This design comes from an exercise in tuning for small area on the open sky130 flow, not from production work.
Only simulation tests tie the RTL to the original design; equivalence was not proved.
Power and IR drop assume default switching activity.

[config.mk]
export PLATFORM = sky130hd
export DESIGN_NAME = top_freq_test
export DESIGN_NICKNAME = top_freq_test
export VERILOG_FILES = /design/flow/design.v
export SDC_FILE = /design/flow/constraint.sdc
export NUM_CORES = 4
export LEC_CHECK = 0
export CAP_MARGIN = 0
export CORE_MARGIN = 2
export CORE_UTILIZATION = 50
export GPL_TIMING_DRIVEN = 0
export SLEW_MARGIN = 0
[constraint.sdc]
create_clock -name core_clock -period 80.0 [get_ports {clk}]
set_input_delay 16.0000 -clock core_clock [delete_from_list [all_inputs] [get_ports {clk}]]
set_output_delay 16.0000 -clock core_clock [all_outputs]
set_load 0.01 [all_outputs]
[design.v]
module freq_detector(
    input             clk,
    input             rst_n,
    input             pulse_in,
    output reg [18:0] freq
);
reg d1, d2, d3;
always @(posedge clk or negedge rst_n) begin
    if (!rst_n) begin
        d1 <= 1'b0;
        d2 <= 1'b0;
        d3 <= 1'b0;
    end else begin
        d1 <= pulse_in;
        d2 <= d1;
        d3 <= d2;
    end
end
wire pre = pulse_in & ~d1;    
wire st1 = d1 & ~d2;          
wire st2 = d2 & ~d3;          
wire st0 = pre & ~st2;        
wire hold = pre | st1;
reg  [19:0] K;
wire        sat = &K[19:15];
wire [20:0] ic;
wire [19:0] K_inc;
assign ic[0] = ~hold & ~sat;
genvar i;
generate
    for (i = 0; i < 20; i = i + 1) begin : g_inc
        assign K_inc[i] = K[i] ^ ic[i];
        assign ic[i+1]  = K[i] & ic[i];
    end
endgenerate
always @(posedge clk or negedge rst_n) begin
    if (!rst_n)
        K <= 20'd1;
    else if (st2)
        K <= 20'd3;
    else
        K <= K_inc;
end
wire lt67 = ~|K[19:7] & (~K[6] | (~|K[5:2] & ~(K[1] & K[0])));
reg  [6:0]  Q;
reg  [19:0] nX;
wire [13:0] sc;
wire [12:0] s;
assign sc[0] = 1'b0;
generate
    for (i = 0; i < 13; i = i + 1) begin : g_s
        if (i < 7) begin : g_lo
            assign s[i]    = nX[i] ^ Q[i] ^ sc[i];
            assign sc[i+1] = (nX[i] & Q[i]) | (nX[i] & sc[i]) | (Q[i] & sc[i]);
        end else begin : g_hi
            assign s[i]    = nX[i] ^ sc[i];
            assign sc[i+1] = nX[i] & sc[i];
        end
    end
endgenerate
wire        neg = sc[13];
wire [13:0] ac;
wire [12:0] sadj;
assign ac[0] = 1'b0;
generate
    for (i = 0; i < 13; i = i + 1) begin : g_ra
        assign sadj[i] = s[i] ^ ~K[i] ^ ac[i];
        assign ac[i+1] = (s[i] & ~K[i]) | (s[i] & ac[i]) | (~K[i] & ac[i]);
    end
endgenerate
wire [7:0] qc;
wire [6:0] Qdec;
assign qc[0] = neg & ~hold;
generate
    for (i = 0; i < 7; i = i + 1) begin : g_qd
        assign Qdec[i] = Q[i] ^ qc[i];
        assign qc[i+1] = ~Q[i] & qc[i];
    end
endgenerate
wire [12:0] nRn = lt67 ? ~13'd58 : (neg ? sadj : s);
reg  [7:0]  qs;       
wire [3:0]  ncb = ~{st0, st0, 1'b0, st0};    
wire [19:0] r0, r1, r2, r3;
wire [3:0]  qb;
div_row u_r0 (.np({nX, ncb[3]}), .d(K), .q(qb[3]), .nr(r0));
div_row u_r1 (.np({r0, ncb[2]}), .d(K), .q(qb[2]), .nr(r1));
div_row u_r2 (.np({r1, ncb[1]}), .d(K), .q(qb[1]), .nr(r2));
div_row u_r3 (.np({r2, ncb[0]}), .d(K), .q(qb[0]), .nr(r3));
always @(posedge clk) begin
    Q  <= lt67 ? 7'd72 : Qdec;
    nX <= (st0 | st1) ? r3 : {7'h7f, nRn};
    qs <= {qs[3:0], qb};
end
always @(posedge clk or negedge rst_n) begin
    if (!rst_n)
        freq <= 19'd0;
    else if (st2 & ~lt67)
        freq <= {Q, qs, qb};
end
endmodule
module div_row(
    input  [20:0] np,
    input  [19:0] d,
    output        q,
    output [19:0] nr
);
wire [20:0] b;        
wire [19:0] ns;       
assign b[0] = 1'b0;
genvar i;
generate
    for (i = 0; i < 20; i = i + 1) begin : g_b
        assign ns[i]  = np[i] ^ d[i] ^ b[i];
        assign b[i+1] = (np[i] & d[i]) | (np[i] & b[i]) | (d[i] & b[i]);
    end
endgenerate
assign q  = ~(np[20] & b[20]);
assign nr = q ? ns : np[19:0];
endmodule
module top_freq_test (
    input wire         clk        ,
    input wire         rst_n      ,
    input wire         pulse_sig_1,
    input wire         pulse_sig_2,
    input wire         pulse_sig_3,
    input wire         pulse_sig_4,
    output wire [19:0] freq_out_1 ,
    output wire [19:0] freq_out_2 ,
    output wire [19:0] freq_out_3 ,
    output wire [19:0] freq_out_4
);
assign freq_out_1[19] = 1'b0;
assign freq_out_2[19] = 1'b0;
assign freq_out_3[19] = 1'b0;
assign freq_out_4[19] = 1'b0;
freq_detector u_freq_detector_0 (.clk(clk), .rst_n(rst_n), .pulse_in(pulse_sig_1), .freq(freq_out_1[18:0]));
freq_detector u_freq_detector_1 (.clk(clk), .rst_n(rst_n), .pulse_in(pulse_sig_2), .freq(freq_out_2[18:0]));
freq_detector u_freq_detector_2 (.clk(clk), .rst_n(rst_n), .pulse_in(pulse_sig_3), .freq(freq_out_3[18:0]));
freq_detector u_freq_detector_3 (.clk(clk), .rst_n(rst_n), .pulse_in(pulse_sig_4), .freq(freq_out_4[18:0]));
endmodule
[flow/run.sh]
#!/bin/bash
# The standard layout (standard.sh), with these changes:
#  * synthesis: the ABC mapping script is flow/abc_area_map.script (area
#    mapping without ABC's buffering/upsizing for delay), and Yosys's generic
#    'abc -fast' pass inside 'synth -run fine:' is skipped (-noabc); the
#    rest of ORFS's synthesis (flop mapping, flattening, names) is unchanged.
#  * port buffers are sky130_fd_sc_hd__buf_1 (every port still gets one).
#  * clock tree synthesis uses clkbuf_4 and inserts no dummy loads.
# make's whole output goes to flow.log here; ORFS's per-step logs are under orfs/logs.
set -euo pipefail
here=$(pwd)
rm -rf "$here/scripts"
cp -r "$FLOW_HOME/scripts" "$here/scripts"
cp "$here/flow/abc_area_map.script" "$here/scripts/abc_speed.script"
sed -i 's/synth -top $::env(DESIGN_NAME) -run fine: {\*}$synth_full_args/synth -top $::env(DESIGN_NAME) -run fine: -noabc {*}$synth_full_args/' "$here/scripts/synth.tcl"
grep -q -- '-run fine: -noabc' "$here/scripts/synth.tcl"
export SCRIPTS_DIR="$here/scripts"
export BUFFER_PORTS_ARGS="-buffer_cell sky130_fd_sc_hd__buf_1"
export CTS_ARGS="-sink_clustering_enable -repair_clock_nets -dont_use_dummy_load -buf_list sky130_fd_sc_hd__clkbuf_4 -sink_clustering_size 10 -sink_clustering_max_diameter 40"
bash standard.sh finish > flow.log 2>&1
[flow/abc_area_map.script]
strash
dch
map -a
topo
&get -n
&st
&dch
&nf -R 1000 -p
&put
[standard.sh]
#!/bin/bash
# synth_recipe.tcl (not shown) runs the flow's synth.tcl, then flattens the netlist and writes it again
# the make line also repeats each setting of config.mk as NAME=value (left out here)
make -C /OpenROAD-flow-scripts/flow DESIGN_CONFIG=/design/flow/config.mk WORK_HOME=/design/flow/orfs CLKGATE_MAP_FILE= SYNTH_SCRIPT=/design/flow/synth_recipe.tcl "${@:-finish}"
==> run_results.csv, run 1 <==
group,metric,value,unit
run_status,outcome,"finished clean",
clock_tree,post_cts_resized,0,
timing,post-route-period-util,0.701,
die,core_area,0.0453,mm²
finish,stdcell_count,2619,
power_and_ir_drop,power,0.000749,W
synth,synthTopCellsByCount,"372 x fa_1, 260 x mux2_1, 196 x nand2_1, 164 x dfrtp_1, 140 x dfxtp_1",
clock_tree,clock_path_buffers,3,
placed_design,gp_congestion,0.801,
finish,syn_to_final_growth,8.43,%
critical_path,crit_top_cell,"fa_1",
clock_tree,postCtsSetupBuffers,0,
power_and_ir_drop,peakVddDrop,0.0000165,V
route,vias,14100,
die,die_w,218,µm
timing,min_period,56.10,ns
route,wl,46300,µm
synth,synthDominantCellAreaShare,0.325,
synth,synth_top_area_cell,"fa_1",
route,drtPass1Iterations,5,
synth,syn_area,0.0229,mm²
critical_path,reg2regPathDepth,96,
synth,synth.area.top_cells,"fa_1 32%, dfrtp_1 18%, mux2_1 13%",
clock_tree,htreeDepth,3,
route,antenna_left,0,
timing,clock_skew,0.0855,ns
power_and_ir_drop,p_leak,11.0,nW
critical_path,critPathLaunchType,"input port",
synth,post_synth_num_cell_types,30,
timing,finalSetupViolations,0,
die,fp-row-count,78,
global_routing,grt_pass1_wl,81900,µm
global_routing,track_usage,0.215,
placed_design,dp_hpwl,36000,µm
clock_tree,cts_hold_buf,0,
route,drcViolationCount,0,
critical_path,cp_top_family,"adder cells",
critical_path,cp_max_fo,24,
timing,fmax,17.8,MHz
timing,rsz0062_at_grt,"false",
critical_path,worst-path-buf-inv,7,
die,ios,86,
synth,avgSynthCellArea,12.5,µm²
finish,finish.utilization,0.549,
clock_tree,cts_buffers,67,
clock_tree,cts_root_buf,"clkbuf_4",
timing,tightest_slew,1.22,ns
timing,maxSlewViolCount,0,
finish,fillers,3959,
critical_path,crit_path_top_delay_cell,"nand2_1",
flow_run,max_cap_viol_count,0,
route,wl_per_cell,17.7,µm
timing,tns,0,ns
die,dieHeight,218,µm
synth,synth_seq_cells,308,
die,start_util,0.506,
finish,nets,2534,
synth,yosysMostFrequentCell,"fa_1",
clock_tree,cts.clk_slew.worst_paths,0.09,ns
route,viasPerCell,5.37,
global_routing,grt_start_max_net_pins,37,
min_path,hold_path.class,"flip-flop to flip-flop",
synth,async_flop_share,0.545,
finish,multi_input_area,0.0155,mm²
synth,ys_warn_count,1,
finish,drive_gt1_frac,0.0535,
timing,relSlewSlack,0.185,
route,drt-initial-drc-count,478,
critical_path,required,80.56,ns
critical_path,cp.depth,97,
synth,synth-main-ff-cell,"dfrtp_1",
global_routing,grt_remaining_overflow,0,
critical_path,slowest_delay,0.84,ns
power_and_ir_drop,p_per_area,30.1,mW/mm²
critical_path,crit_type,"input port to flip-flop",
synth,synth_cells,1839,
global_routing,grt_pass1_vias,16000,
placed_design,portBuffers,81,
placed_design,placed_cells,2551,
clock_tree,worst_skew_pair.late_latency,0.75,ns
synth,ys_seq_area_frac,0.306,
synth,synth_edf_count,0,
critical_path,end_kind,"flip-flop",
global_routing,antenna_found_initial,1,
min_path,min_delay_path_depth,0,
timing,hold_viol,0,
die,die_area,0.0476,mm²
finish,seq_area,0.00701,mm²
clock_tree,cts_tree,"done",
critical_path,cp.arrival,56.66,ns
clock_tree,cts.sinks,308,
## logic make-up after synthesis
logic type	share of synthesized area
fa+ha+maj	0.399
other cells	0.000164
flops	0.306
xor+xnor	0.00306
compound gates	0.0607
buf+inv	0.0170
mux	0.133
simple gates	0.0814
## cell type report
type,instances,share of cell area
Inverter,96,0.0145
Multi-Input combinational cell,1434,0.625
Sequential cell,308,0.282
Tap cell,600,0.0302
Antenna cell,1,0.000101
Clock buffer,67,0.0202
Buffer,4,0.00121
Timing Repair Buffer,109,0.0264
## stage by stage
stage	hold slack [ns]	worst slack [ns]	instance area (µm²)
after CTS	0.327	23.62	24900
after detailed placement	0.332	22.83	24400
after global routing	0.327	22.18	24900
after floorplan	0.324	25.20	22900
after global placement	0.327	21.42	24000
final	0.318	23.90	24900
## state kept, by name, summed over array words and instances (netlist names), 19 cells and up
signal,flops
u_freq_detector_1.freq,19
u_freq_detector_3.K,20
u_freq_detector_2.K,20
u_freq_detector_1.K,20
u_freq_detector_2.nX,20
u_freq_detector_3.nX,20
u_freq_detector_0.freq,19
u_freq_detector_3.freq,19
u_freq_detector_0.K,20
u_freq_detector_2.freq,19
u_freq_detector_1.nX,20
u_freq_detector_0.nX,20
## placed cells by master, fill, tap and decap left out, types with 48 or more instances in the layout
cell type,n
a21oi_1,56
and2_0,72
buf_1,80
clkbuf_4,67
clkinv_1,96
dfrtp_1,164
dfxtp_1,140
fa_1,372
ha_1,136
mux2_1,260
nand2_1,196
nor2_1,48
o21ai_0,108
## power by group
part / total [W] / switching, W / leakage (nW) / internal [W]
clock network: 0.0000955 / 0.0000574 / 0.308 / 0.0000381
registers: 0.000195 / 0.0000226 / 3.35 / 0.000172
logic: 0.000459 / 0.000251 / 7.31 / 0.000208
## worst register-to-register path: cells and delay by family, from the launching register on
kind,cells,cell delay (ns)
fa+ha+maj,77,35.67
simple gates,5,2.04
compound gates,8,1.78
buf+inv,6,1.59
flops,1,0.38
## per-layer routing
metal,part of all wire,GRT usage
met1,0.45,0.289
met2,0.49,0.359
met3,0.037,0.0366
met4,0.019,0.0646
met5,0,0
## final timing paths
path	start	to	slack [ns]
hold / removal	u_freq_detector_2.qs[1]	u_freq_detector_2.qs[5]	0.32
max in group asynchronous	rst_n	u_freq_detector_0.K[0]	63.78
hold reg to reg	u_freq_detector_2.qs[1]	u_freq_detector_2.qs[5]	0.32
setup reg to reg	u_freq_detector_1.d2	u_freq_detector_1.nX[0]	38.39
min in group asynchronous	rst_n	u_freq_detector_2.K[5]	15.17
setup / recovery	pulse_sig_2	u_freq_detector_1.nX[0]	23.90
==> run 2: changes to the inputs <==
--- a/flow/run.sh
+++ b/flow/run.sh
@@ -5,7 +5,7 @@
 #    'abc -fast' pass inside 'synth -run fine:' is skipped (-noabc); the
 #    rest of ORFS's synthesis (flop mapping, flattening, names) is unchanged.
 #  * port buffers are sky130_fd_sc_hd__buf_1 (every port still gets one).
-#  * clock tree synthesis uses clkbuf_4 and inserts no dummy loads.
+#  * clock tree synthesis uses clkbuf_8 and inserts no dummy loads.
 # make's whole output goes to flow.log here; ORFS's per-step logs are under orfs/logs.
 set -euo pipefail
 here=$(pwd)
@@ -16,5 +16,5 @@
 grep -q -- '-run fine: -noabc' "$here/scripts/synth.tcl"
 export SCRIPTS_DIR="$here/scripts"
 export BUFFER_PORTS_ARGS="-buffer_cell sky130_fd_sc_hd__buf_1"
-export CTS_ARGS="-sink_clustering_enable -repair_clock_nets -dont_use_dummy_load -buf_list sky130_fd_sc_hd__clkbuf_4 -sink_clustering_size 10 -sink_clustering_max_diameter 40"
+export CTS_ARGS="-sink_clustering_enable -repair_clock_nets -dont_use_dummy_load -buf_list sky130_fd_sc_hd__clkbuf_8 -sink_clustering_size 16 -sink_clustering_max_diameter 60"
 bash standard.sh finish > flow.log 2>&1
==> run 2 against run 1 <==
Effect of this change:
- global-route usage is 0.14 points lower
- combinational power hardly changed
- still clean
- clock skew is 0.030 ns lower
==> run_results.csv, run 2 <==
group,metric,value,unit
critical_path,crit_top_cell,"fa_1",
run_status,outcome,"finished clean",
clock_tree,clock_path_buffers,3,
route,drtPass1Iterations,5,
die,ios,86,
min_path,min_delay_path_depth,0,
timing,maxSlewViolCount,0,
synth,ys_warn_count,1,
synth,synth_seq_cells,308,
finish,syn_to_final_growth,8.63,%
route,vias,13900,
power_and_ir_drop,p_per_area,30.3,mW/mm²
timing,relSlewSlack,0.190,
timing,finalSetupViolations,0,
critical_path,reg2regPathDepth,96,
synth,synth.area.top_cells,"fa_1 32%, dfrtp_1 18%, mux2_1 13%",
finish,fin_area,0.0249,mm²
clock_tree,post_cts_resized,0,
clock_tree,htreeDepth,2,
synth,synthTopCellsByCount,"372 x fa_1, 260 x mux2_1, 196 x nand2_1, 164 x dfrtp_1, 140 x dfxtp_1",
finish,drive_gt1_frac,0.0407,
synth,synthDominantCellAreaShare,0.325,
route,wl,46200,µm
synth,synth_cells,1839,
clock_tree,cts_root_buf,"clkbuf_8",
power_and_ir_drop,power,0.000754,W
timing,tns,0,ns
timing,min_period,56.20,ns
global_routing,grt_start_max_net_pins,37,
finish,multi_input_area,0.0155,mm²
global_routing,grt_remaining_overflow,0,
synth,avgSynthCellArea,12.5,µm²
route,drcViolationCount,0,
global_routing,track_usage,0.214,
clock_tree,worst_skew_pair.late_latency,0.63,ns
die,start_util,0.506,
finish,layout_common_cells,"372 x fa_1, 260 x mux2_1, 196 x nand2_1",
timing,hold_viol,0,
route,viasPerCell,5.36,
synth,syn_area,0.0229,mm²
min_path,min_from,"u_freq_detector_2.qs[2]",
critical_path,cp_top_family,"adder cells",
synth,yosysMostFrequentCell,"fa_1",
timing,tightest_slew,1.21,ns
power_and_ir_drop,peakVddDrop,0.0000170,V
die,die_w,218,µm
timing,whs,0.326,ns
placed_design,portBuffers,81,
timing,post-route-period-util,0.703,
route,antenna_left,0,
critical_path,required,80.46,ns
clock_tree,cts.sinks,308,
synth,post_synth_num_cell_types,30,
clock_tree,cts_buffers,40,
global_routing,grt_pass1_wl,81500,µm
synth,ys_seq_area_frac,0.306,
route,drt-initial-drc-count,522,
critical_path,critPathLaunchType,"input port",
critical_path,crit_path_top_delay_cell,"nand2_1",
global_routing,antenna_found_initial,0,
timing,rsz0062_at_grt,"false",
finish,nets,2507,
min_path,hold_path.class,"flip-flop to flip-flop",
synth,synth_top_area_cell,"fa_1",
critical_path,cp_max_fo,24,
die,dieHeight,218,µm
die,core_area,0.0453,mm²
finish,final_common_cell,"fa_1",
synth,synth_edf_count,0,
finish,seq_area,0.00701,mm²
critical_path,timing.rr.start,"u_freq_detector_1.d2",
power_and_ir_drop,p_leak,10.9,nW
critical_path,slowest_delay,0.84,ns
critical_path,regToRegSetupSlack,38.36,ns
min_path,hold_end,"u_freq_detector_2.qs[6]",
global_routing,grt_pass1_vias,15800,
die,die_area,0.0476,mm²
critical_path,worst-path-buf-inv,7,
synth,synth-main-ff-cell,"dfrtp_1",
critical_path,end_kind,"flip-flop",
finish,fillers,3937,
critical_path,r2r_end,"u_freq_detector_1.nX[0]",
timing,fmax,17.8,MHz
critical_path,cp.arrival,56.66,ns
placed_design,dpl_cell_area,0.0244,mm²
clock_tree,cts_tree,"done",
die,fp-row-count,78,
clock_tree,postCtsSetupBuffers,0,
flow_run,max_cap_viol_count,0,
finish,num_antenna_cells,0,
placed_design,dp_hpwl,36000,µm
clock_tree,cts.clk_slew.worst_paths,0.09,ns
placed_design,gp_congestion,0.801,
route,wl_per_cell,17.8,µm
timing,clock_skew,0.0550,ns
synth,async_flop_share,0.545,
clock_tree,cts_hold_buf,0,
critical_path,crit_type,"input port to flip-flop",
## run 2: where the power goes
part	total, W	leakage, nW	switching [W]	internal (W)
combinational	0.000458	7.31	0.000250	0.000208
sequential	0.000195	3.35	0.0000225	0.000172
clock	0.000102	0.288	0.0000575	0.0000443
## run 2: worst max path at each step
stage	from	endpoint	slack (ns)	cells past startpoint
6_report	pulse_sig_2	u_freq_detector_1.nX[0]	23.80	97
5_1_grt	pulse_sig_2	u_freq_detector_1.nX[0]	22.04	97
4_1_cts	pulse_sig_2	u_freq_detector_1.nX[0]	23.46	97
3_5_place_dp	pulse_sig_2	u_freq_detector_1.nX[0]	22.83	97
3_3_place_gp	pulse_sig_3	u_freq_detector_2.nX[0]	21.42	93
2_1_floorplan	pulse_sig_1	u_freq_detector_0.nX[0]	25.20	92
## run 2: worst reg2reg max path: cells and delay by family (launching register included)
kind                       cells  cell delay, ns
and+or+nand+nor                5            2.04
AOI/OAI and AO/OA              8            1.78
buffers and inverters          6            1.60
DFF                            1            0.40
adders and majority gates     77           35.71
## run 2: final cells by class
| cell class | instances | share of cell area |
|---|---|---|
| Clock buffer | 40 | 0.0221 |
| Tap cell | 600 | 0.0301 |
| Inverter | 96 | 0.0145 |
| Multi-Input combinational cell | 1434 | 0.624 |
| Timing Repair Buffer | 109 | 0.0263 |
| Buffer | 4 | 0.00121 |
| Sequential cell | 308 | 0.281 |
## run 2: per-stage QoR
stage / util / setup WS (ns) / cells
4_1_cts: 0.550 / 23.46 / 2591
6_report: 0.550 / 23.80 / 2591
3_5_place_dp: 0.538 / 22.83 / 2551
2_1_floorplan: - / 25.20 / 1842
5_1_grt: 0.550 / 22.04 / 2591
3_3_place_gp: 0.530 / 21.42 / 2523
## run 2: kinds of logic after synthesis
logic type / after synthesis / share of synthesized area
buffers and inverters: 100 / 0.0170
multiplexers: 272 / 0.133
AND/OR/NAND/NOR: 399 / 0.0814
XOR/XNOR: 8 / 0.00306
adder cells (fa/ha/maj): 508 / 0.399
other: 1 / 0.000164
flip-flops: 308 / 0.306
AO/OA/AOI/OAI: 243 / 0.0607
## run 2: per-layer routing
metal,global-route usage,part of all wire,routed length (µm)
met5,0,0,0
met4,0.0624,0.023,1080
met3,0.0281,0.032,1490
met2,0.359,0.49,22500
met1,0.291,0.46,21100

## what the ideal ports hide
Ports are ideal in the flow. The routed layouts listed here were re-timed in OpenROAD. Step 1 (the two cells are an assumption about what drives the block):
set clk [get_ports {clk}]
set_driving_cell -lib_cell sky130_fd_sc_hd__clkbuf_16 $clk
set_driving_cell -lib_cell sky130_fd_sc_hd__buf_2 [delete_from_list [all_inputs] $clk]
Step 2 also shifts input and output timing later by t, the mid clock arrival at the registers, as if the neighbouring blocks saw the same clock. a / b / c = no drivers / after step 1 / after step 2; a / b = the first two.
run | t, ns | setup WS [ns] | worst hold slack (ns) | worst slew at a driven data input, ns
run 1 | 0.767 | 23.902 / 23.888 / 23.121 | 0.318 / 0.318 / 0.318 | 0.07
run 2 | 0.649 | 23.800 / 23.788 / 23.139 | 0.326 / 0.326 / 0.326 | 0.07
After both steps every run listed still meets setup and hold. For run 1, which loses most, drivers alone change the setup slack by -0.014 ns; drivers and shift together by -0.781 ns.
